From an optimization exercise on the open Yosys and OpenROAD flow, aimed at small area and a short achievable clock period; shortcuts taken in it are not production practice.
In this exercise RTL edits were held to simulation tests only and were not proved equivalent to the original.

## green
Design int_backend, start of the top module:
module int_backend (
    input  wire        clk,
    input  wire        rst_aL,
    input  wire        flush,
    output wire        dispatch_ready,
    input  wire        dispatch_valid,
    input  wire [189:0] dispatch_data,
    input  wire        ld_broadcast_valid,
    input  wire [3:0]  ld_broadcast_rob_id,
    input  wire [31:0] ld_broadcast_reg_data,
    output wire        issue_valid,
    output wire [3:0]  issue_rob_id,
    output wire        execute_valid,
    output wire        alu_broadcast_valid,
    output wire [3:0]  alu_broadcast_rob_id,
    output wire [31:0] alu_broadcast_reg_data,
    output wire        alu_npc_wb_valid,
    output wire        alu_npc_mispred,
    output wire [31:0] alu_npc
);
    localparam N = 8;
    wire        d_s1v   = dispatch_data[189];
    wire [3:0]  d_s1id  = dispatch_data[188:185];
    wire        d_s1r   = dispatch_data[184];
    wire [31:0] d_s1d   = dispatch_data[183:152];
    wire        d_s2v   = dispatch_data[151];
    wire [3:0]  d_s2id  = dispatch_data[150:147];
    wire        d_s2r   = dispatch_data[146];
    wire [31:0] d_s2d   = dispatch_data[145:114];
    wire [3:0]  d_rob   = dispatch_data[112:109];
    wire [31:0] d_imm   = dispatch_data[108:77];
    wire [31:0] d_pc    = dispatch_data[76:45];
    wire [2:0]  d_f3    = dispatch_data[44:42];
    wire [7:0]  d_fl    = {dispatch_data[41],    
                           dispatch_data[40],    
                           dispatch_data[38],    
                           dispatch_data[37],    
                           dispatch_data[36],    
                           dispatch_data[34],    
  ...
For scale: roughly 7500 cells after synthesis, roughly 1400 flip-flops, roughly 310 I/O pins, roughly 74000 sq um of cells after synthesis.
clock: 24.0 ns
lec_check: 0
cap_margin: 10
cell_pad_in_sites_detail_placement: 1
cell_pad_in_sites_global_placement: 2
core_margin: 2
core_utilization: 40
gpl_routability_driven: 0
gpl_timing_driven: 1
place_density: 0.55
slew_margin: 10
tns_end_percent: 0
standard.sh (not shown) runs the stock make flow with config.mk's settings and CLKGATE_MAP_FILE= SYNTH_SCRIPT=/design/flow/synth_recipe.tcl, a recipe that flattens the netlist after the stock synthesis.
==> flow/flow/run.sh <==
#!/bin/bash
# The standard layout (standard.sh: the standard flow's synthesis script and ORFS),
# with these changes to how the layout is made:
#  - synthesis leaves adders to Yosys's parallel-prefix mapping and abc
#    instead of extracting full/half-adder cells (ADDER_MAP_FILE empty);
#    registers, their names and cell types are unchanged;
#  - timing repair aims past the clock (setup over-fix margin), so the tools
#    size and buffer the design for speed instead of stopping at 24 ns;
#  - the port buffers are plain buffer cells instead of delay cells;
#  - clock tree: larger sink clusters on clkbuf_8, no dummy loads.
# The SDC (clock period, I/O delays, loads) is the standard flow's, unchanged.
# Each tool's full log is under orfs/logs/; make's output is in make_standard.log.
set -euo pipefail
export ADDER_MAP_FILE=
export SETUP_SLACK_MARGIN=17
export BUFFER_PORTS_ARGS="-buffer_cell sky130_fd_sc_hd__buf_1"
export CTS_ARGS="-sink_clustering_enable -repair_clock_nets -sink_clustering_size 18 -sink_clustering_max_diameter 70 -buf_list sky130_fd_sc_hd__clkbuf_8 -dont_use_dummy_load"
bash standard.sh > make_standard.log 2>&1
No stage failed in green, and the final checks on the layout all came back clean.
The following lists how purple was set up differently from green:
- changing SLEW_MARGIN from 10 to 20
- changing CAP_MARGIN from 10 to 20
diff --git a/flow/flow/run.sh b/flow/flow/run.sh
--- a/flow/flow/run.sh
+++ b/flow/flow/run.sh
@@ -14,5 +14,5 @@
 export ADDER_MAP_FILE=
 export SETUP_SLACK_MARGIN=17
-export BUFFER_PORTS_ARGS="-buffer_cell sky130_fd_sc_hd__buf_1"
+export BUFFER_PORTS_ARGS="-buffer_cell sky130_fd_sc_hd__buf_2"
 export CTS_ARGS="-sink_clustering_enable -repair_clock_nets -sink_clustering_size 18 -sink_clustering_max_diameter 70 -buf_list sky130_fd_sc_hd__clkbuf_8 -dont_use_dummy_load"
 bash standard.sh > make_standard.log 2>&1
==> results.txt <==
Compared with green, purple shows a placed wire-length estimate after detailed placement that is 850 um lower. Min post-CTS setup-driven buffer insertion count across purple and green: purple. Between green and purple, the post-route cell area does not differ in any meaningful way. In summary, purple completed successfully, with a layout that passed the timing, DRC and antenna checks. Re final-layout worst hold slack: purple is 11 ps up on green. For the post-layout net count, purple came in 59 lower than green did. Compared with green, purple instantiates a smaller number of cells.

re-timing with driven ports:
In the flow no input, the clock included, has a driving cell. The finished layouts below were timed again as built, in two steps.
Step 1, drivers: a clkbuf_16 drives clk and a buf_2 each remaining input, both assumed.
Step 2 also shifts input and output timing later by t, the mid clock arrival at the registers, as if the neighbouring blocks saw the same clock.
Slacks: no drivers / after step 1 / after step 2; pairs: no drivers / after step 1.
| run | t, ns | setup slack, ns | latest minus earliest clock arrival (ns) |
|---|---|---|---|
| green | 1.009 | 16.355 / 16.354 / 15.399 | 0.132 / 0.132 |
| purple | 0.994 | 16.314 / 16.229 / 15.419 | 0.124 / 0.125 |
After both steps setup and hold are still met in every run listed. For green, which loses most, drivers alone change the setup slack by -0.001 ns; drivers and shift together by -0.956 ns.
